From an optimization exercise on the open Yosys and OpenROAD flow, aimed at small area, a short achievable clock period and few clock cycles per item; shortcuts taken in it are not production practice. At most, simulation tests tie the RTL to the original design; equivalence was not proved. No functional check of the RTL was part of run 2. Power and IR drop assume default switching activity.

==> flow/design.v (outline; a module is shown in full before it is edited, if it fits) <==
// module fir_sop: 3966 lines
// module FA: 4 lines
// module HAN: 4 lines
// module PG: 4 lines
// module BLK: 4 lines
// module GRY: 3 lines
// module fir_top: 45 lines
module fir_top (
    input         clk,
    input         rst,
    input         coef_we,
    input  [2:0]  coef_addr,
    input  [15:0] coef_data,
    input         x_valid,
    output        x_ready,
    input  [15:0] x_in,
    output        y_valid,
    output [31:0] y
);
  // ...
==> flow/run.sh <==
#!/bin/bash
# synth_recipe.tcl (not shown) runs the flow's synth.tcl, then flattens the netlist and writes it again
# the make line also repeats each setting of config.mk as NAME=value (left out here)
make -C /OpenROAD-flow-scripts/flow DESIGN_CONFIG=/design/flow/config.mk WORK_HOME=/design/flow/orfs CLKGATE_MAP_FILE= SYNTH_SCRIPT=/design/flow/synth_recipe.tcl finish
==> flow/config.mk <==
export PLATFORM = sky130hd
export DESIGN_NAME = fir_top
export DESIGN_NICKNAME = fir_top
export VERILOG_FILES = /design/flow/design.v
export SDC_FILE = /design/flow/constraint.sdc
export NUM_CORES = 4
export LEC_CHECK = 0
export CAP_MARGIN = 20
export CORE_MARGIN = 2
export CORE_UTILIZATION = 40
export SLEW_MARGIN = 20
export SYNTH_HIERARCHICAL = 1
export SYNTH_MINIMUM_KEEP_SIZE = 0
==> flow/constraint.sdc <==
create_clock -name core_clock -period 33.0 [get_ports {clk}]
set_input_delay 6.6000 -clock core_clock [delete_from_list [all_inputs] [get_ports {clk}]]
set_output_delay 6.6000 -clock core_clock [all_outputs]
set_load 0.01 [all_outputs]
==> run summary, run 1 <==
ranking of synthesized cells by area fa_1, nand2_1, edfxtp_1; Hold Crit Start x1[8]; RSZ-0062 raised after global routing no; Comb. pwr 125 uW; Mapped Avg Cell Area 11.4 um^2; DP Area 40800 um^2; adder-cell share of the synthesized area 61.7%; Critical path origin coef_we; CTS tree built; total number of vias 27700; met2 usage 43.2%; fraction of synthesized area in multiplexers 1.58%; final number of hold-violating endpoints 0; RR Endpoint y_r[30]; IO buf count 71; status no timing/DRC/antenna violations; most frequent cells after synthesis nand2_1, fa_1, buf_6; fin cells 4796; commonest non-fill, non-tap cell in the layout nand2_1; pwr/cell area 15.1 nW/um^2; vias in the first global route 30900; Worst EP arrival 8600 ps; switch share 33.8%; Peak VDD IR 0.0364 mV; WL met3 19800 um; die height 323 um
Testbench counts, summed over its fixed seeds: cycles 8,256, items 8,192.
==> module fir_top, before the edit <==
module fir_top (
    input         clk,
    input         rst,
    input         coef_we,
    input  [2:0]  coef_addr,
    input  [15:0] coef_data,
    input         x_valid,
    output        x_ready,
    input  [15:0] x_in,
    output        y_valid,
    output [31:0] y
);
assign x_ready = 1'b1;
reg [15:0] h0, h1, h2, h3, h4;
reg [15:0] x0, x1, x2, x3, x4;
reg        rst_q, v1, v2;
reg [31:0] y_r;
wire we = coef_we & ~rst;
always @(posedge clk) begin
    rst_q <= rst;
    v1 <= x_valid & ~rst;
    v2 <= v1 & ~rst;
end
always @(posedge clk) begin
    if (we && coef_addr == 3'd0) h0 <= coef_data; else if (rst_q) h0 <= 16'd0;
    if (we && coef_addr == 3'd1) h1 <= coef_data; else if (rst_q) h1 <= 16'd0;
    if (we && coef_addr == 3'd2) h2 <= coef_data; else if (rst_q) h2 <= 16'd0;
    if (we && coef_addr == 3'd3) h3 <= coef_data; else if (rst_q) h3 <= 16'd0;
    if (we && coef_addr == 3'd4) h4 <= coef_data; else if (rst_q) h4 <= 16'd0;
end
always @(posedge clk) begin
    x0 <= x_in;
    if (rst_q) begin
        x1 <= 16'd0; x2 <= 16'd0; x3 <= 16'd0; x4 <= 16'd0;
    end else if (v1) begin
        x1 <= x0; x2 <= x1; x3 <= x2; x4 <= x3;
    end
end
wire [31:0] acc;
fir_sop SOP (.h0(h0), .h1(h1), .h2(h2), .h3(h3), .h4(h4),
             .x0(x0), .x1(x1), .x2(x2), .x3(x3), .x4(x4), .acc(acc));
always @(posedge clk) y_r <= acc;
assign y_valid = v2;
assign y = y_r;
endmodule
==> inputs of run 2 (changes only) <==
--- a/flow/design.v
+++ b/flow/design.v
@@ -1329,17 +1329,17 @@
 FA f21 (.a(pp1_2_13), .b(pp1_3_12), .ci(pp1_4_11), .s(f21_s), .co(f21_c));
 wire f22_s, f22_c;
 FA f22 (.a(pp1_5_10), .b(pp1_6_9), .ci(pp1_7_8), .s(f22_s), .co(f22_c));
 wire f23_s, f23_c;
 FA f23 (.a(pp1_8_7), .b(pp1_9_6), .ci(pp2_0_15), .s(f23_s), .co(f23_c));
 wire f24_s, f24_c;
 FA f24 (.a(pp2_10_5), .b(pp2_11_4), .ci(pp2_12_3), .s(f24_s), .co(f24_c));
 wire ha0_s, ha0_c;
-HAN ha0 (.a(pp2_13_2), .b(pp2_14_1), .s(ha0_s), .co(ha0_c));
+FA ha0 (.a(pp2_13_2), .b(pp2_14_1), .ci(1'b1), .s(ha0_s), .co(ha0_c));
 wire f25_s, f25_c;
 FA f25 (.a(pp0_10_6), .b(pp0_11_5), .ci(pp0_12_4), .s(f25_s), .co(f25_c));
 wire f26_s, f26_c;
 FA f26 (.a(pp0_13_3), .b(pp0_14_2), .ci(pp0_15_1), .s(f26_s), .co(f26_c));
 wire f27_s, f27_c;
 FA f27 (.a(pp0_1_15), .b(pp0_2_14), .ci(pp0_3_13), .s(f27_s), .co(f27_c));
 wire f28_s, f28_c;
 FA f28 (.a(pp0_4_12), .b(pp0_5_11), .ci(pp0_6_10), .s(f28_s), .co(f28_c));
@@ -1355,17 +1355,17 @@
 FA f33 (.a(pp1_4_12), .b(pp1_5_11), .ci(pp1_6_10), .s(f33_s), .co(f33_c));
 wire f34_s, f34_c;
 FA f34 (.a(pp1_7_9), .b(pp1_8_8), .ci(pp1_9_7), .s(f34_s), .co(f34_c));
 wire f35_s, f35_c;
 FA f35 (.a(pp2_10_6), .b(pp2_11_5), .ci(pp2_12_4), .s(f35_s), .co(f35_c));
 wire f36_s, f36_c;
 FA f36 (.a(pp2_13_3), .b(pp2_14_2), .ci(pp2_15_1), .s(f36_s), .co(f36_c));
 wire ha1_s, ha1_c;
-HAN ha1 (.a(pp2_1_15), .b(pp2_2_14), .s(ha1_s), .co(ha1_c));
+FA ha1 (.a(pp2_1_15), .b(pp2_2_14), .ci(1'b1), .s(ha1_s), .co(ha1_c));
 wire f37_s, f37_c;
 FA f37 (.a(pp0_10_7), .b(pp0_11_6), .ci(pp0_12_5), .s(f37_s), .co(f37_c));
 wire f38_s, f38_c;
 FA f38 (.a(pp0_13_4), .b(pp0_14_3), .ci(pp0_15_2), .s(f38_s), .co(f38_c));
 wire f39_s, f39_c;
 FA f39 (.a(pp0_2_15), .b(pp0_3_14), .ci(pp0_4_13), .s(f39_s), .co(f39_c));
 wire f40_s, f40_c;
 FA f40 (.a(pp0_5_12), .b(pp0_6_11), .ci(pp0_7_10), .s(f40_s), .co(f40_c));
@@ -1391,21 +1391,21 @@
 FA f50 (.a(pp0_6_12), .b(pp0_7_11), .ci(pp0_8_10), .s(f50_s), .co(f50_c));
 wire f51_s, f51_c;
 FA f51 (.a(pp0_9_9), .b(pp1_10_8), .ci(pp1_11_7), .s(f51_s), .co(f51_c));
 wire f52_s, f52_c;
 FA f52 (.a(pp1_12_6), .b(pp1_13_5), .ci(pp1_14_4), .s(f52_s), .co(f52_c));
 wire f53_s, f53_c;
 FA f53 (.a(pp0_10_9), .b(pp0_11_8), .ci(pp0_12_7), .s(f53_s), .co(f53_c));
 wire ha2_s, ha2_c;
-HAN ha2 (.a(pp0_13_6), .b(pp0_14_5), .s(ha2_s), .co(ha2_c));
+FA ha2 (.a(pp0_13_6), .b(pp0_14_5), .ci(1'b1), .s(ha2_s), .co(ha2_c));
 wire f54_s, f54_c;
 FA f54 (.a(pp0_0_8), .b(pp0_1_7), .ci(pp0_2_6), .s(f54_s), .co(f54_c));
 wire ha3_s, ha3_c;
-HAN ha3 (.a(pp0_3_5), .b(pp0_4_4), .s(ha3_s), .co(ha3_c));
+FA ha3 (.a(pp0_3_5), .b(pp0_4_4), .ci(1'b1), .s(ha3_s), .co(ha3_c));
 wire f55_s, f55_c;
 FA f55 (.a(pp0_0_9), .b(pp0_1_8), .ci(pp0_2_7), .s(f55_s), .co(f55_c));
 wire f56_s, f56_c;
 FA f56 (.a(pp0_3_6), .b(pp0_4_5), .ci(pp0_5_4), .s(f56_s), .co(f56_c));
 wire f57_s, f57_c;
 FA f57 (.a(pp0_6_3), .b(pp0_7_2), .ci(pp0_8_1), .s(f57_s), .co(f57_c));
 wire f58_s, f58_c;
 FA f58 (.a(pp0_9_0), .b(pp1_0_9), .ci(pp1_1_8), .s(f58_s), .co(f58_c));
@@ -1451,17 +1451,17 @@
 FA f78 (.a(pp2_1_10), .b(pp2_2_9), .ci(pp2_3_8), .s(f78_s), .co(f78_c));
 wire f79_s, f79_c;
 FA f79 (.a(pp2_4_7), .b(pp2_5_6), .ci(pp2_6_5), .s(f79_s), .co(f79_c));
 wire f80_s, f80_c;
 FA f80 (.a(pp2_7_4), .b(pp2_8_3), .ci(pp2_9_2), .s(f80_s), .co(f80_c));
 wire f81_s, f81_c;
 FA f81 (.a(pp3_0_11), .b(pp3_10_1), .ci(pp3_11_0), .s(f81_s), .co(f81_c));
 wire ha4_s, ha4_c;
-HAN ha4 (.a(pp3_1_10), .b(pp3_2_9), .s(ha4_s), .co(ha4_c));
+FA ha4 (.a(pp3_1_10), .b(pp3_2_9), .ci(1'b1), .s(ha4_s), .co(ha4_c));
 wire f82_s, f82_c;
 FA f82 (.a(pp0_12_0), .b(pp0_1_11), .ci(pp0_2_10), .s(f82_s), .co(f82_c));
 wire f83_s, f83_c;
 FA f83 (.a(pp0_3_9), .b(pp0_4_8), .ci(pp0_5_7), .s(f83_s), .co(f83_c));
 wire f84_s, f84_c;
 FA f84 (.a(pp0_6_6), .b(pp0_7_5), .ci(pp0_8_4), .s(f84_s), .co(f84_c));
 wire f85_s, f85_c;
 FA f85 (.a(pp0_9_3), .b(pp1_0_12), .ci(pp1_10_2), .s(f85_s), .co(f85_c));
@@ -1487,17 +1487,17 @@
 FA f95 (.a(pp3_12_0), .b(pp3_1_11), .ci(pp3_2_10), .s(f95_s), .co(f95_c));
 wire f96_s, f96_c;
 FA f96 (.a(pp3_3_9), .b(pp3_4_8), .ci(pp3_5_7), .s(f96_s), .co(f96_c));
 wire f97_s, f97_c;
 FA f97 (.a(pp3_6_6), .b(pp3_7_5), .ci(pp3_8_4), .s(f97_s), .co(f97_c));
 wire f98_s, f98_c;
 FA f98 (.a(pp3_9_3), .b(pp4_0_12), .ci(pp4_10_2), .s(f98_s), .co(f98_c));
 wire ha5_s, ha5_c;
-HAN ha5 (.a(pp4_11_1), .b(pp4_12_0), .s(ha5_s), .co(ha5_c));
+FA ha5 (.a(pp4_11_1), .b(pp4_12_0), .ci(1'b1), .s(ha5_s), .co(ha5_c));
 wire f99_s, f99_c;
 FA f99 (.a(pp0_8_5), .b(pp0_9_4), .ci(pp1_0_13), .s(f99_s), .co(f99_c));
 wire f100_s, f100_c;
 FA f100 (.a(pp1_10_3), .b(pp1_11_2), .ci(pp1_12_1), .s(f100_s), .co(f100_c));
 wire f101_s, f101_c;
 FA f101 (.a(pp1_13_0), .b(pp1_1_12), .ci(pp1_2_11), .s(f101_s), .co(f101_c));
 wire f102_s, f102_c;
 FA f102 (.a(pp1_3_10), .b(pp1_4_9), .ci(pp1_5_8), .s(f102_s), .co(f102_c));
@@ -1527,17 +1527,17 @@
 FA f114 (.a(pp4_10_3), .b(pp4_11_2), .ci(pp4_12_1), .s(f114_s), .co(f114_c));
 wire f115_s, f115_c;
 FA f115 (.a(pp4_13_0), .b(pp4_1_12), .ci(pp4_2_11), .s(f115_s), .co(f115_c));
 wire f116_s, f116_c;
 FA f116 (.a(pp4_3_10), .b(pp4_4_9), .ci(pp4_5_8), .s(f116_s), .co(f116_c));
 wire f117_s, f117_c;
 FA f117 (.a(pp4_6_7), .b(pp4_7_6), .ci(pp4_8_5), .s(f117_s), .co(f117_c));
 wire ha6_s, ha6_c;
-HAN ha6 (.a(pp4_9_4), .b(f0_c), .s(ha6_s), .co(ha6_c));
+FA ha6 (.a(pp4_9_4), .b(f0_c), .ci(1'b1), .s(ha6_s), .co(ha6_c));
 wire f118_s, f118_c;
 FA f118 (.a(pp1_4_10), .b(pp1_5_9), .ci(pp1_6_8), .s(f118_s), .co(f118_c));
 wire f119_s, f119_c;
 FA f119 (.a(pp1_7_7), .b(pp1_8_6), .ci(pp1_9_5), .s(f119_s), .co(f119_c));
 wire f120_s, f120_c;
 FA f120 (.a(pp2_0_14), .b(pp2_10_4), .ci(pp2_11_3), .s(f120_s), .co(f120_c));
 wire f121_s, f121_c;
 FA f121 (.a(pp2_12_2), .b(pp2_13_1), .ci(pp2_14_0), .s(f121_s), .co(f121_c));
@@ -1569,17 +1569,17 @@
 FA f134 (.a(pp4_7_7), .b(pp4_8_6), .ci(pp4_9_5), .s(f134_s), .co(f134_c));
 wire f135_s, f135_c;
 FA f135 (.a(f1_c), .b(f2_c), .ci(f3_c), .s(f135_s), .co(f135_c));
 wire f136_s, f136_c;
 FA f136 (.a(f4_c), .b(f10_s), .ci(f11_s), .s(f136_s), .co(f136_c));
 wire f137_s, f137_c;
 FA f137 (.a(f12_s), .b(f5_s), .ci(f6_s), .s(f137_s), .co(f137_c));
 wire ha7_s, ha7_c;
-HAN ha7 (.a(f7_s), .b(f8_s), .s(ha7_s), .co(ha7_c));
+FA ha7 (.a(f7_s), .b(f8_s), .ci(1'b1), .s(ha7_s), .co(ha7_c));
 wire f138_s, f138_c;
 FA f138 (.a(pp2_15_0), .b(pp2_1_14), .ci(pp2_2_13), .s(f138_s), .co(f138_c));
 wire f139_s, f139_c;
 FA f139 (.a(pp2_3_12), .b(pp2_4_11), .ci(pp2_5_10), .s(f139_s), .co(f139_c));
 wire f140_s, f140_c;
 FA f140 (.a(pp2_6_9), .b(pp2_7_8), .ci(pp2_8_7), .s(f140_s), .co(f140_c));
 wire f141_s, f141_c;
 FA f141 (.a(pp2_9_6), .b(pp3_0_15), .ci(pp3_10_5), .s(f141_s), .co(f141_c));
@@ -1937,17 +1937,17 @@
 FA f317 (.a(pp3_9_0), .b(pp4_0_9), .ci(pp4_1_8), .s(f317_s), .co(f317_c));
 wire f318_s, f318_c;
 FA f318 (.a(pp4_2_7), .b(pp4_3_6), .ci(pp4_4_5), .s(f318_s), .co(f318_c));
 wire f319_s, f319_c;
 FA f319 (.a(pp4_5_4), .b(pp4_6_3), .ci(pp4_7_2), .s(f319_s), .co(f319_c));
 wire f320_s, f320_c;
 FA f320 (.a(pp4_8_1), .b(pp4_9_0), .ci(ha3_c), .s(f320_s), .co(f320_c));
 wire ha8_s, ha8_c;
-HAN ha8 (.a(f54_c), .b(f55_s), .s(ha8_s), .co(ha8_c));
+FA ha8 (.a(f54_c), .b(f55_s), .ci(1'b1), .s(ha8_s), .co(ha8_c));
 wire f321_s, f321_c;
 FA f321 (.a(pp2_4_6), .b(pp2_5_5), .ci(pp2_6_4), .s(f321_s), .co(f321_c));
 wire f322_s, f322_c;
 FA f322 (.a(pp2_7_3), .b(pp2_8_2), .ci(pp2_9_1), .s(f322_s), .co(f322_c));
 wire f323_s, f323_c;
 FA f323 (.a(pp3_0_10), .b(pp3_10_0), .ci(pp3_1_9), .s(f323_s), .co(f323_c));
 wire f324_s, f324_c;
 FA f324 (.a(pp3_2_8), .b(pp3_3_7), .ci(pp3_4_6), .s(f324_s), .co(f324_c));
@@ -1965,17 +1965,17 @@
 FA f330 (.a(pp4_9_1), .b(f55_c), .ci(f56_c), .s(f330_s), .co(f330_c));
 wire f331_s, f331_c;
 FA f331 (.a(f57_c), .b(f58_c), .ci(f59_c), .s(f331_s), .co(f331_c));
 wire f332_s, f332_c;
 FA f332 (.a(f60_s), .b(f61_s), .ci(f62_s), .s(f332_s), .co(f332_c));
 wire f333_s, f333_c;
 FA f333 (.a(f63_s), .b(f64_s), .ci(f65_s), .s(f333_s), .co(f333_c));
 wire ha9_s, ha9_c;
-HAN ha9 (.a(f66_s), .b(f67_s), .s(ha9_s), .co(ha9_c));
+FA ha9 (.a(f66_s), .b(f67_s), .ci(1'b1), .s(ha9_s), .co(ha9_c));
 wire f334_s, f334_c;
 FA f334 (.a(pp3_3_8), .b(pp3_4_7), .ci(pp3_5_6), .s(f334_s), .co(f334_c));
 wire f335_s, f335_c;
 FA f335 (.a(pp3_6_5), .b(pp3_7_4), .ci(pp3_8_3), .s(f335_s), .co(f335_c));
 wire f336_s, f336_c;
 FA f336 (.a(pp3_9_2), .b(pp4_0_11), .ci(pp4_10_1), .s(f336_s), .co(f336_c));
 wire f337_s, f337_c;
 FA f337 (.a(pp4_11_0), .b(pp4_1_10), .ci(pp4_2_9), .s(f337_s), .co(f337_c));
@@ -2373,39 +2373,39 @@
 FA f533 (.a(pp2_13_12), .b(pp2_14_11), .ci(pp2_15_10), .s(f533_s), .co(f533_c));
 wire f534_s, f534_c;
 FA f534 (.a(pp3_10_15), .b(pp3_11_14), .ci(pp3_12_13), .s(f534_s), .co(f534_c));
 wire f535_s, f535_c;
 FA f535 (.a(pp0_11_15), .b(pp0_12_14), .ci(pp0_13_13), .s(f535_s), .co(f535_c));
 wire f536_s, f536_c;
 FA f536 (.a(pp0_14_12), .b(pp0_15_11), .ci(pp1_11_15), .s(f536_s), .co(f536_c));
 wire ha10_s, ha10_c;
-HAN ha10 (.a(pp0_0_3), .b(pp0_1_2), .s(ha10_s), .co(ha10_c));
+FA ha10 (.a(pp0_0_3), .b(pp0_1_2), .ci(1'b1), .s(ha10_s), .co(ha10_c));
 wire f537_s, f537_c;
 FA f537 (.a(pp0_0_4), .b(pp0_1_3), .ci(pp0_2_2), .s(f537_s), .co(f537_c));
 wire f538_s, f538_c;
 FA f538 (.a(pp0_3_1), .b(pp0_4_0), .ci(pp1_0_4), .s(f538_s), .co(f538_c));
 wire f539_s, f539_c;
 FA f539 (.a(pp1_1_3), .b(pp1_2_2), .ci(pp1_3_1), .s(f539_s), .co(f539_c));
 wire ha11_s, ha11_c;
-HAN ha11 (.a(pp1_4_0), .b(pp2_0_4), .s(ha11_s), .co(ha11_c));
+FA ha11 (.a(pp1_4_0), .b(pp2_0_4), .ci(1'b1), .s(ha11_s), .co(ha11_c));
 wire f540_s, f540_c;
 FA f540 (.a(pp0_3_2), .b(pp0_4_1), .ci(pp0_5_0), .s(f540_s), .co(f540_c));
 wire f541_s, f541_c;
 FA f541 (.a(pp1_0_5), .b(pp1_1_4), .ci(pp1_2_3), .s(f541_s), .co(f541_c));
 wire f542_s, f542_c;
 FA f542 (.a(pp1_3_2), .b(pp1_4_1), .ci(pp1_5_0), .s(f542_s), .co(f542_c));
 wire f543_s, f543_c;
 FA f543 (.a(pp2_0_5), .b(pp2_1_4), .ci(pp2_2_3), .s(f543_s), .co(f543_c));
 wire f544_s, f544_c;
 FA f544 (.a(pp2_3_2), .b(pp2_4_1), .ci(pp2_5_0), .s(f544_s), .co(f544_c));
 wire f545_s, f545_c;
 FA f545 (.a(pp3_0_5), .b(pp3_1_4), .ci(pp3_2_3), .s(f545_s), .co(f545_c));
 wire ha12_s, ha12_c;
-HAN ha12 (.a(pp3_3_2), .b(pp3_4_1), .s(ha12_s), .co(ha12_c));
+FA ha12 (.a(pp3_3_2), .b(pp3_4_1), .ci(1'b1), .s(ha12_s), .co(ha12_c));
 wire f546_s, f546_c;
 FA f546 (.a(pp1_5_1), .b(pp1_6_0), .ci(pp2_0_6), .s(f546_s), .co(f546_c));
 wire f547_s, f547_c;
 FA f547 (.a(pp2_1_5), .b(pp2_2_4), .ci(pp2_3_3), .s(f547_s), .co(f547_c));
 wire f548_s, f548_c;
 FA f548 (.a(pp2_4_2), .b(pp2_5_1), .ci(pp2_6_0), .s(f548_s), .co(f548_c));
 wire f549_s, f549_c;
 FA f549 (.a(pp3_0_6), .b(pp3_1_5), .ci(pp3_2_4), .s(f549_s), .co(f549_c));
@@ -2429,17 +2429,17 @@
 FA f558 (.a(pp4_4_3), .b(pp4_5_2), .ci(pp4_6_1), .s(f558_s), .co(f558_c));
 wire f559_s, f559_c;
 FA f559 (.a(pp4_7_0), .b(f286_c), .ci(f287_c), .s(f559_s), .co(f559_c));
 wire f560_s, f560_c;
 FA f560 (.a(f288_c), .b(f289_c), .ci(f290_s), .s(f560_s), .co(f560_c));
 wire f561_s, f561_c;
 FA f561 (.a(f291_s), .b(f292_s), .ci(f293_s), .s(f561_s), .co(f561_c));
 wire ha13_s, ha13_c;
-HAN ha13 (.a(f294_s), .b(f295_s), .s(ha13_s), .co(ha13_c));
+FA ha13 (.a(f294_s), .b(f295_s), .ci(1'b1), .s(ha13_s), .co(ha13_c));
 wire f562_s, f562_c;
 FA f562 (.a(pp4_2_6), .b(pp4_3_5), .ci(pp4_4_4), .s(f562_s), .co(f562_c));
 wire f563_s, f563_c;
 FA f563 (.a(pp4_5_3), .b(pp4_6_2), .ci(pp4_7_1), .s(f563_s), .co(f563_c));
 wire f564_s, f564_c;
 FA f564 (.a(pp4_8_0), .b(ha3_s), .ci(f290_c), .s(f564_s), .co(f564_c));
 wire f565_s, f565_c;
 FA f565 (.a(f291_c), .b(f292_c), .ci(f293_c), .s(f565_s), .co(f565_c));
@@ -2795,17 +2795,17 @@
 FA f740 (.a(pp0_0_2), .b(pp0_1_1), .ci(pp0_2_0), .s(f740_s), .co(f740_c));
 wire f741_s, f741_c;
 FA f741 (.a(pp0_2_1), .b(pp0_3_0), .ci(pp1_0_3), .s(f741_s), .co(f741_c));
 wire f742_s, f742_c;
 FA f742 (.a(pp1_1_2), .b(pp1_2_1), .ci(pp1_3_0), .s(f742_s), .co(f742_c));
 wire f743_s, f743_c;
 FA f743 (.a(pp2_0_3), .b(pp2_1_2), .ci(pp2_2_1), .s(f743_s), .co(f743_c));
 wire ha14_s, ha14_c;
-HAN ha14 (.a(pp2_3_0), .b(pp3_0_3), .s(ha14_s), .co(ha14_c));
+FA ha14 (.a(pp2_3_0), .b(pp3_0_3), .ci(1'b1), .s(ha14_s), .co(ha14_c));
 wire f744_s, f744_c;
 FA f744 (.a(pp2_1_3), .b(pp2_2_2), .ci(pp2_3_1), .s(f744_s), .co(f744_c));
 wire f745_s, f745_c;
 FA f745 (.a(pp2_4_0), .b(pp3_0_4), .ci(pp3_1_3), .s(f745_s), .co(f745_c));
 wire f746_s, f746_c;
 FA f746 (.a(pp3_2_2), .b(pp3_3_1), .ci(pp3_4_0), .s(f746_s), .co(f746_c));
 wire f747_s, f747_c;
 FA f747 (.a(pp4_0_4), .b(pp4_1_3), .ci(pp4_2_2), .s(f747_s), .co(f747_c));
@@ -2817,17 +2817,17 @@
 FA f750 (.a(pp4_2_3), .b(pp4_3_2), .ci(pp4_4_1), .s(f750_s), .co(f750_c));
 wire f751_s, f751_c;
 FA f751 (.a(pp4_5_0), .b(ha11_c), .ci(ha12_s), .s(f751_s), .co(f751_c));
 wire f752_s, f752_c;
 FA f752 (.a(f537_c), .b(f538_c), .ci(f539_c), .s(f752_s), .co(f752_c));
 wire f753_s, f753_c;
 FA f753 (.a(f285_s), .b(f540_s), .ci(f541_s), .s(f753_s), .co(f753_c));
 wire ha15_s, ha15_c;
-HAN ha15 (.a(f542_s), .b(f543_s), .s(ha15_s), .co(ha15_c));
+FA ha15 (.a(f542_s), .b(f543_s), .ci(1'b1), .s(ha15_s), .co(ha15_c));
 wire f754_s, f754_c;
 FA f754 (.a(ha12_c), .b(f540_c), .ci(f541_c), .s(f754_s), .co(f754_c));
 wire f755_s, f755_c;
 FA f755 (.a(f542_c), .b(f543_c), .ci(f544_c), .s(f755_s), .co(f755_c));
 wire f756_s, f756_c;
 FA f756 (.a(f545_c), .b(f286_s), .ci(f287_s), .s(f756_s), .co(f756_c));
 wire f757_s, f757_c;
 FA f757 (.a(f288_s), .b(f289_s), .ci(f546_s), .s(f757_s), .co(f757_c));
@@ -3099,31 +3099,31 @@
 FA f890 (.a(f733_c), .b(f734_c), .ci(f735_c), .s(f890_s), .co(f890_c));
 wire f891_s, f891_c;
 FA f891 (.a(f736_c), .b(f737_c), .ci(f738_c), .s(f891_s), .co(f891_c));
 wire f892_s, f892_c;
 FA f892 (.a(pp0_14_15), .b(pp0_15_14), .ci(pp1_14_15), .s(f892_s), .co(f892_c));
 wire f893_s, f893_c;
 FA f893 (.a(pp1_15_14), .b(pp2_14_15), .ci(pp2_15_14), .s(f893_s), .co(f893_c));
 wire ha16_s, ha16_c;
-HAN ha16 (.a(pp0_0_1), .b(pp0_1_0), .s(ha16_s), .co(ha16_c));
+FA ha16 (.a(pp0_0_1), .b(pp0_1_0), .ci(1'b1), .s(ha16_s), .co(ha16_c));
 wire f894_s, f894_c;
 FA f894 (.a(pp1_0_2), .b(pp1_1_1), .ci(pp1_2_0), .s(f894_s), .co(f894_c));
 wire f895_s, f895_c;
 FA f895 (.a(pp2_0_2), .b(pp2_1_1), .ci(pp2_2_0), .s(f895_s), .co(f895_c));
 wire ha17_s, ha17_c;
-HAN ha17 (.a(pp3_0_2), .b(pp3_1_1), .s(ha17_s), .co(ha17_c));
+FA ha17 (.a(pp3_0_2), .b(pp3_1_1), .ci(1'b1), .s(ha17_s), .co(ha17_c));
 wire f896_s, f896_c;
 FA f896 (.a(pp3_1_2), .b(pp3_2_1), .ci(pp3_3_0), .s(f896_s), .co(f896_c));
 wire f897_s, f897_c;
 FA f897 (.a(pp4_0_3), .b(pp4_1_2), .ci(pp4_2_1), .s(f897_s), .co(f897_c));
 wire f898_s, f898_c;
 FA f898 (.a(pp4_3_0), .b(ha10_s), .ci(ha14_s), .s(f898_s), .co(f898_c));
 wire ha18_s, ha18_c;
-HAN ha18 (.a(f740_c), .b(f741_s), .s(ha18_s), .co(ha18_c));
+FA ha18 (.a(f740_c), .b(f741_s), .ci(1'b1), .s(ha18_s), .co(ha18_c));
 wire f899_s, f899_c;
 FA f899 (.a(ha11_s), .b(ha14_c), .ci(f741_c), .s(f899_s), .co(f899_c));
 wire f900_s, f900_c;
 FA f900 (.a(f742_c), .b(f743_c), .ci(f537_s), .s(f900_s), .co(f900_c));
 wire f901_s, f901_c;
 FA f901 (.a(f538_s), .b(f539_s), .ci(f744_s), .s(f901_s), .co(f901_c));
 wire f902_s, f902_c;
 FA f902 (.a(f745_s), .b(f746_s), .ci(f747_s), .s(f902_s), .co(f902_c));
@@ -3327,23 +3327,23 @@
 FA f1001 (.a(f887_c), .b(f888_c), .ci(f889_c), .s(f1001_s), .co(f1001_c));
 wire f1002_s, f1002_c;
 FA f1002 (.a(f892_s), .b(f893_s), .ci(f890_c), .s(f1002_s), .co(f1002_c));
 wire f1003_s, f1003_c;
 FA f1003 (.a(pp0_15_15), .b(pp1_15_15), .ci(pp2_15_15), .s(f1003_s), .co(f1003_c));
 wire f1004_s, f1004_c;
 FA f1004 (.a(pp1_0_1), .b(pp1_1_0), .ci(pp2_0_1), .s(f1004_s), .co(f1004_c));
 wire ha19_s, ha19_c;
-HAN ha19 (.a(pp2_1_0), .b(pp3_0_1), .s(ha19_s), .co(ha19_c));
+FA ha19 (.a(pp2_1_0), .b(pp3_0_1), .ci(1'b1), .s(ha19_s), .co(ha19_c));
 wire f1005_s, f1005_c;
 FA f1005 (.a(pp3_2_0), .b(pp4_0_2), .ci(pp4_1_1), .s(f1005_s), .co(f1005_c));
 wire f1006_s, f1006_c;
 FA f1006 (.a(pp4_2_0), .b(ha16_c), .ci(ha17_s), .s(f1006_s), .co(f1006_c));
 wire ha20_s, ha20_c;
-HAN ha20 (.a(f740_s), .b(f894_s), .s(ha20_s), .co(ha20_c));
+FA ha20 (.a(f740_s), .b(f894_s), .ci(1'b1), .s(ha20_s), .co(ha20_c));
 wire f1007_s, f1007_c;
 FA f1007 (.a(ha17_c), .b(f894_c), .ci(f895_c), .s(f1007_s), .co(f1007_c));
 wire f1008_s, f1008_c;
 FA f1008 (.a(f742_s), .b(f743_s), .ci(f896_s), .s(f1008_s), .co(f1008_c));
 wire f1009_s, f1009_c;
 FA f1009 (.a(f897_s), .b(ha18_s), .ci(f898_s), .s(f1009_s), .co(f1009_c));
 wire f1010_s, f1010_c;
 FA f1010 (.a(f896_c), .b(f897_c), .ci(f898_c), .s(f1010_s), .co(f1010_c));
@@ -3503,21 +3503,21 @@
 FA f1087 (.a(f1002_s), .b(f997_c), .ci(f998_c), .s(f1087_s), .co(f1087_c));
 wire f1088_s, f1088_c;
 FA f1088 (.a(pp3_15_15), .b(pp4_15_15), .ci(f892_c), .s(f1088_s), .co(f1088_c));
 wire f1089_s, f1089_c;
 FA f1089 (.a(f893_c), .b(f999_c), .ci(f1003_s), .s(f1089_s), .co(f1089_c));
 wire f1090_s, f1090_c;
 FA f1090 (.a(f1000_c), .b(f1001_c), .ci(f1002_c), .s(f1090_s), .co(f1090_c));
 wire ha21_s, ha21_c;
-HAN ha21 (.a(pp0_0_0), .b(pp1_0_0), .s(ha21_s), .co(ha21_c));
+FA ha21 (.a(pp0_0_0), .b(pp1_0_0), .ci(1'b1), .s(ha21_s), .co(ha21_c));
 wire f1091_s, f1091_c;
 FA f1091 (.a(pp3_1_0), .b(pp4_0_1), .ci(pp4_1_0), .s(f1091_s), .co(f1091_c));
 wire ha22_s, ha22_c;
-HAN ha22 (.a(ha16_s), .b(ha19_s), .s(ha22_s), .co(ha22_c));
+FA ha22 (.a(ha16_s), .b(ha19_s), .ci(1'b1), .s(ha22_s), .co(ha22_c));
 wire f1092_s, f1092_c;
 FA f1092 (.a(ha19_c), .b(f1004_c), .ci(f1005_s), .s(f1092_s), .co(f1092_c));
 wire f1093_s, f1093_c;
 FA f1093 (.a(f895_s), .b(ha20_s), .ci(f1006_s), .s(f1093_s), .co(f1093_c));
 wire f1094_s, f1094_c;
 FA f1094 (.a(f1005_c), .b(f1006_c), .ci(ha20_c), .s(f1094_s), .co(f1094_c));
 wire f1095_s, f1095_c;
 FA f1095 (.a(f1007_s), .b(f1008_s), .ci(f1009_s), .s(f1095_s), .co(f1095_c));
@@ -3627,17 +3627,17 @@
 FA f1147 (.a(f1083_c), .b(f1087_s), .ci(f1084_c), .s(f1147_s), .co(f1147_c));
 wire f1148_s, f1148_c;
 FA f1148 (.a(f1088_s), .b(f1089_s), .ci(f1085_c), .s(f1148_s), .co(f1148_c));
 wire f1149_s, f1149_c;
 FA f1149 (.a(f1086_c), .b(f1087_c), .ci(f1090_s), .s(f1149_s), .co(f1149_c));
 wire f1150_s, f1150_c;
 FA f1150 (.a(f1003_c), .b(f1088_c), .ci(f1089_c), .s(f1150_s), .co(f1150_c));
 wire ha23_s, ha23_c;
-HAN ha23 (.a(pp2_0_0), .b(pp3_0_0), .s(ha23_s), .co(ha23_c));
+FA ha23 (.a(pp2_0_0), .b(pp3_0_0), .ci(1'b1), .s(ha23_s), .co(ha23_c));
 wire f1151_s, f1151_c;
 FA f1151 (.a(ha21_c), .b(f1004_s), .ci(f1091_s), .s(f1151_s), .co(f1151_c));
 wire f1152_s, f1152_c;
 FA f1152 (.a(f1091_c), .b(ha22_c), .ci(f1092_s), .s(f1152_s), .co(f1152_c));
 wire f1153_s, f1153_c;
 FA f1153 (.a(f1092_c), .b(f1093_c), .ci(f1094_s), .s(f1153_s), .co(f1153_c));
 wire f1154_s, f1154_c;
 FA f1154 (.a(f1094_c), .b(f1095_c), .ci(f1096_s), .s(f1154_s), .co(f1154_c));
@@ -3691,17 +3691,17 @@
 FA f1178 (.a(f1144_s), .b(f1142_c), .ci(f1145_s), .s(f1178_s), .co(f1178_c));
 wire f1179_s, f1179_c;
 FA f1179 (.a(f1146_s), .b(f1144_c), .ci(f1145_c), .s(f1179_s), .co(f1179_c));
 wire f1180_s, f1180_c;
 FA f1180 (.a(f1148_s), .b(f1146_c), .ci(f1149_s), .s(f1180_s), .co(f1180_c));
 wire f1181_s, f1181_c;
 FA f1181 (.a(f1150_s), .b(f1090_c), .ci(f1148_c), .s(f1181_s), .co(f1181_c));
 wire ha24_s, ha24_c;
-HAN ha24 (.a(pp4_0_0), .b(ha21_s), .s(ha24_s), .co(ha24_c));
+FA ha24 (.a(pp4_0_0), .b(ha21_s), .ci(1'b1), .s(ha24_s), .co(ha24_c));
 wire f1182_s, f1182_c;
 FA f1182 (.a(ha23_c), .b(ha22_s), .ci(f1151_s), .s(f1182_s), .co(f1182_c));
 wire f1183_s, f1183_c;
 FA f1183 (.a(f1151_c), .b(f1093_s), .ci(f1152_s), .s(f1183_s), .co(f1183_c));
 wire f1184_s, f1184_c;
 FA f1184 (.a(f1152_c), .b(f1095_s), .ci(f1153_s), .s(f1184_s), .co(f1184_c));
 wire f1185_s, f1185_c;
 FA f1185 (.a(f1153_c), .b(f1097_s), .ci(f1154_s), .s(f1185_s), .co(f1185_c));
@@ -3963,20 +3963,16 @@
 assign acc[29] = ~(p29 ^ k16_21_g);
 assign acc[30] = ~(p30 ^ k16_22_g);
 assign acc[31] = ~(p31 ^ k16_23_g);
 endmodule
 module FA (input a, b, ci, output s, co);
 assign s = a ^ b ^ ci;
 assign co = (a & b) | (a & ci) | (b & ci);
 endmodule
-module HAN (input a, b, output s, co);
-assign s = ~(a ^ b);
-assign co = a | b;
-endmodule
 module PG (input a, b, output g, p);
 assign g = a & b;
 assign p = a ^ b;
 endmodule
 module BLK (input gh, ph, gl, pl, output g, p);
 assign g = gh | (ph & gl);
 assign p = ph & pl;
 endmodule
@@ -3996,28 +3992,34 @@
     output        y_valid,
     output [31:0] y
 );
 assign x_ready = 1'b1;
 reg [15:0] h0, h1, h2, h3, h4;
 reg [15:0] x0, x1, x2, x3, x4;
 reg        rst_q, v1, v2;
 reg [31:0] y_r;
-wire we = coef_we & ~rst;
 always @(posedge clk) begin
     rst_q <= rst;
     v1 <= x_valid & ~rst;
     v2 <= v1 & ~rst;
 end
+wire [15:0] hd = coef_data & {16{~rst}};
+wire [4:0]  hen;
+assign hen[0] = rst | (coef_we && coef_addr == 3'd0);
+assign hen[1] = rst | (coef_we && coef_addr == 3'd1);
+assign hen[2] = rst | (coef_we && coef_addr == 3'd2);
+assign hen[3] = rst | (coef_we && coef_addr == 3'd3);
+assign hen[4] = rst | (coef_we && coef_addr == 3'd4);
 always @(posedge clk) begin
-    if (we && coef_addr == 3'd0) h0 <= coef_data; else if (rst_q) h0 <= 16'd0;
-    if (we && coef_addr == 3'd1) h1 <= coef_data; else if (rst_q) h1 <= 16'd0;
-    if (we && coef_addr == 3'd2) h2 <= coef_data; else if (rst_q) h2 <= 16'd0;
-    if (we && coef_addr == 3'd3) h3 <= coef_data; else if (rst_q) h3 <= 16'd0;
-    if (we && coef_addr == 3'd4) h4 <= coef_data; else if (rst_q) h4 <= 16'd0;
+    if (hen[0]) h0 <= hd;
+    if (hen[1]) h1 <= hd;
+    if (hen[2]) h2 <= hd;
+    if (hen[3]) h3 <= hd;
+    if (hen[4]) h4 <= hd;
 end
 always @(posedge clk) begin
     x0 <= x_in;
     if (rst_q) begin
         x1 <= 16'd0; x2 <= 16'd0; x3 <= 16'd0; x4 <= 16'd0;
     end else if (v1) begin
         x1 <= x0; x2 <= x1; x3 <= x2; x4 <= x3;
     end
==> flow/flow/run.sh (new file) <==
#!/bin/bash
set -euo pipefail
MARGIN=25.6
bash standard.sh \
  "BUFFER_PORTS_ARGS=-buffer_cell sky130_fd_sc_hd__buf_2" \
  "SETUP_SLACK_MARGIN=$MARGIN" \
  finish > standard_flow.log 2>&1
==> flow/standard.sh (new file) <==
#!/bin/bash
# synth_recipe.tcl (not shown) runs the flow's synth.tcl, then flattens the netlist and writes it again
# the make line also repeats each setting of config.mk as NAME=value (left out here)
make -C /OpenROAD-flow-scripts/flow DESIGN_CONFIG=/design/flow/config.mk WORK_HOME=/design/flow/orfs CLKGATE_MAP_FILE= SYNTH_SCRIPT=/design/flow/synth_recipe.tcl "${@:-finish}"
removed: flow/run.sh
==> run summary, run 2 <==
status no timing/DRC/antenna violations (unchanged); die width 320 um (was 323 um); # rows 115 (was 116); post-route setup TNS 0 ps (unchanged); total track usage 29.4% (was 29.0%); # DRC 0 (unchanged); top cell type by total area after synthesis fa_1 (unchanged); RR Endpoint y_r[31] (was y_r[30]); Yosys reg bits 195 (unchanged); Buf/Inv on CP 1 (unchanged); area delta synth->final 4.63% (was 2.05%); final setup violating endpoints 0 (unchanged); Yosys warnings 7 (unchanged); Hold Crit Start x1[14] (was x1[8]); final non-filler cell area 41800 um^2 (was 41400 um^2); Layout Utilization 42.3% (was 41.3%); adder-cell share of the synthesized area 63.2% (was 61.7%); Netlist cell types 22 (was 29); NumNets Final 4644 (was 4735); CP startpoint kind register (was primary input); io pins 73 (unchanged); commonest non-fill, non-tap cells in the layout fa_1, nand2_1, buf_4, edfxtp_1, nor2_1 (was nand2_1, fa_1, buf_4, dfxtp_1, inv_1); pwr/cell area 115 nW/um^2 (was 15.1 nW/um^2); pin slew with the least headroom to its limit 1070 ps (was 1310 ps); final number of hold-violating endpoints 0 (unchanged); RSZ-0062 raised after global routing yes (was no); first-pass GRT wire length 211000 um (was 212000 um); Post-synth EDFFs 80 (unchanged); critical path class register to primary output (was primary input to register); cts bufs inserted 17 (unchanged); Largest register FFs 32 (unchanged); XOR/XNOR share of the synthesized area 0.526% (was 0.518%); Slowest-stage cell, CP dfxtp_2 (was clkdlybuf4s50_1); nature of the critical path endpoint primary output (was register); Leak 9.62 nW (was 7.58 nW); H-tree Lvls 4 (unchanged); clock share of power 5.0% (was 36.2%); fraction of synthesized area in multiplexers 1.60% (was 1.58%); Post-synth ARST share 0% (unchanged); Logic pwr share 86.8% (was 20.1%); crit path cell chain buf_6 (was clkdlybuf4s50_1 > nor2b_1 > a41o_1); CTS Buffer Depth 2 (unchanged); register area 4840 um^2 (was 4710 um^2); Synth top area share 62.5% (was 60.2%); sequential cell fraction of total power 8.2% (was 43.8%); die area 102000 um^2 (was 104000 um^2); clock latency (worst-skew pair) 540 ps (about the same); Internal 2.39 mW (was 414 uW); MaxCap Viol Count 0 (unchanged); Reg2Reg Setup Slack 25750 ps (was 25110 ps); slowest stage delay, CP 350 ps (was 910 ps); core outline area 98700 um^2 (was 100000 um^2); fraction of the mapped netlist area in compound gates 1.08% (was 1.07%); Seq/Total Area, Yosys 11.8% (was 11.6%); Detail Route Antenna Nets 0 (unchanged); Reg-to-Reg Start x3[15] (was x0[8]); Max Clock Freq 0.132 GHz (was 0.118 GHz); post-DR wirelength/cell 31.3 um (was 30.2 um); fraction of layout instances using a drive strength above 1 12.4% (was 6.51%); CTS tree built (unchanged); gpl congestion 1.00 (about the same); crit-path max FO 1 (was 18); dpl hpwl 107000 um (about the same); fin crit period 7600 ps (was 8450 ps); ranking of synthesized cells by area fa_1, nand2_1, edfxtp_1 (unchanged); NetSw 2.40 mW (was 211 uW); Total Power 4.79 mW (was 624 uW); most flop-heavy register y_r (unchanged); number of DRC markers in iteration 0 3079 (was 2821); die height 320 um (was 323 um); R2R cell count 18 (unchanged); DP Area 39800 um^2 (was 40800 um^2); Synth Instances 3352 (was 3555); Crit path max-delay family flip-flops (was buffers and inverters); Top FF cell, synth dfxtp_1 (unchanged); IO buf count 71 (unchanged); main combinational cell family by area after synthesis adder cells (unchanged); simple-gate portion of the synthesized area 13.8% (was 14.6%); part of the cycle the worst path needs 23.0% (was 25.6%); Hold Path Class register to register (unchanged); vias in the first global route 30500 (was 30900); largest net degree at the start of global routing 65 (was 49); Post-CTS Hold Fix Bufs 0 (unchanged); clock root buffer clkbuf_16 (unchanged); TritonRoute pass-1 iters 6 (was 8); most frequent cell after synthesis fa_1 (was nand2_1); initial antenna violation count 0 (unchanged); total number of vias 27000 (was 27700); Mapped Avg Cell Area 11.9 um^2 (was 11.4 um^2); vias per cell 5.82 (was 5.78); CP Data Required Time 26400 ps (was 33160 ps); Worst EP arrival 1000 ps (was 8600 ps); DRT Wirelength 145000 um (about the same); multi-input logic area 32200 um^2 (was 32300 um^2); Sink Count 195 (unchanged); Initial Utilization 40.5% (about the same); gr ovfl total 0 (unchanged); Peak VDD IR 0.332 mV (was 0.0364 mV); most frequent cells after synthesis fa_1, nand2_1, buf_6 (was nand2_1, fa_1, buf_6); Post-Syn Area 39900 um^2 (was 40600 um^2); Slew Limit Fails 0 (unchanged); hold path depth 2 (unchanged); Fin Clk Skew 33.1 ps (was 34.6 ps); commonest non-fill, non-tap cell in the layout fa_1 (was nand2_1); hold path endpoint x1[14] (was x2[8]); Slew Limit Headroom 28.9% (was 12.8%); hold slack 500 ps (was 515 ps); Reg clk slew, reported paths 110 ps (was 90 ps); switch share 50.2% (was 33.8%); Filler cells 9335 (was 9543)
[run 2: cell count changes after synthesis, sizes merged, moves of 2 or more]
cell,delta
or2,-2
a41o,-2
buf,-6
clkbuf,-10
inv,-101
ha,-25
nor3,-49
nor2b,+17
nor2,-32
nand2,-16
fa,+25
[run 2: power groups by stage]
stage	clock network [mW]	registers, mW	logic, mW
final	0.239	0.393	4.16
after global placement	0	0.412	4.12
after floorplan	0	0.385	2.94
after global routing	0.250	0.397	4.61
after detailed placement	0	0.411	4.13
after CTS	0.244	0.393	4.20
[run 2: cell families after synthesis]
| kind of cell | count (synthesis) |
|---|---|
| xor gates and xnor gates | 24 |
| buffers and inverters | 346 |
| other | 2 |
| and+or+nand+nor | 1394 |
| adders and majority gates | 1270 |
| AOI/OAI and AO/OA | 57 |
| muxes | 64 |
| DFF | 195 |
[run 2: worst max path at each step]
stage                 startpoint    end  cells past startpoint
floorplan           coef_addr[0]  h1[0]                      2
global placement             rst  h1[2]                      2
detailed placement           rst  h1[2]                      2
CTS                      y_r[13]  y[13]                      1
global route             y_r[13]  y[13]                      1
finish                   y_r[13]  y[13]                      1
[run 2: layer usage]
| metal | share of wire [%] | track usage [%] | up-vias |
|---|---|---|---|
| met4 | 8.0 | 18.3 | 0 |
| met2 | 44 | 44.5 | 2198 |
| met5 | 0 | 0 | - |
| met1 | 34 | 36.4 | 14300 |
| met3 | 13 | 9.66 | 613 |
| li1 | - | - | 9920 |
[run 2: cell type report]
| cell class | instances | area share, % |
|---|---|---|
| diodes | 1 | 0.00599 |
| clock buffers | 19 | 1.04 |
| clock inverters | 13 | 0.407 |
| inverters | 9 | 0.0808 |
| multi-input cells | 2836 | 77.0 |
| flip-flops and latches | 195 | 11.6 |
| well taps | 1287 | 3.85 |
| repair buffers | 276 | 6.03 |
[run 2: modules after synthesis (local to each module, per instance)]
module | flops+latches | copies in the design | area [um^2]
GRY | 0 | 23 | 7.51
FA | 0 | 1246 | 20.0
BLK | 0 | 29 | 13.8
fir_top | 195 | 1 | 5900
fir_sop | 0 | 1 | 8220
PG | 0 | 24 | 12.5
[run 2: tightest hold or removal path: stages (launching register included)]
cell	delay (ps)
dfxtp_1	330
mux2i_1	60
nor2_1	80
[run 2: what timing repair did]
action,CTS,global route
resized for setup,76,63
endpoints found under the setup margin,46,60
buffers inserted,85,2
gates cloned,0,0
[run 2: stage by stage]
step / cells / setup slack (ps)
global route: 4635 / 25380
detailed placement: 4516 / 25110
finish: 4636 / 25400
CTS: 4633 / 25350
global placement: 4516 / 25150
floorplan: 3377 / 25580

[re-timing with driven ports]
No port has a modelled driver above. Below, the same layouts with a new extraction and two added sets of constraints.
Step 1, drivers: a clkbuf_16 drives clk and a buf_2 each remaining input, both assumed.
Step 2 also shifts input and output timing later by t, the mid clock arrival at the registers, as if the neighbouring blocks saw the same clock.
a / b / c = no drivers / after step 1 / after step 2; a / b = the first two.
run | t, ns | setup WS [ns] | pins driven straight from the clock port
run 1 | 0.593 | 24.553 / 24.601 / 24.008 | 1
run 2 | 0.592 | 25.395 / 25.327 / 25.125 | 1
After both steps setup and hold are still met in every run listed. The setup slack of run 1, which loses most, moves by +0.048 ns with the drivers and by -0.545 ns with both steps.
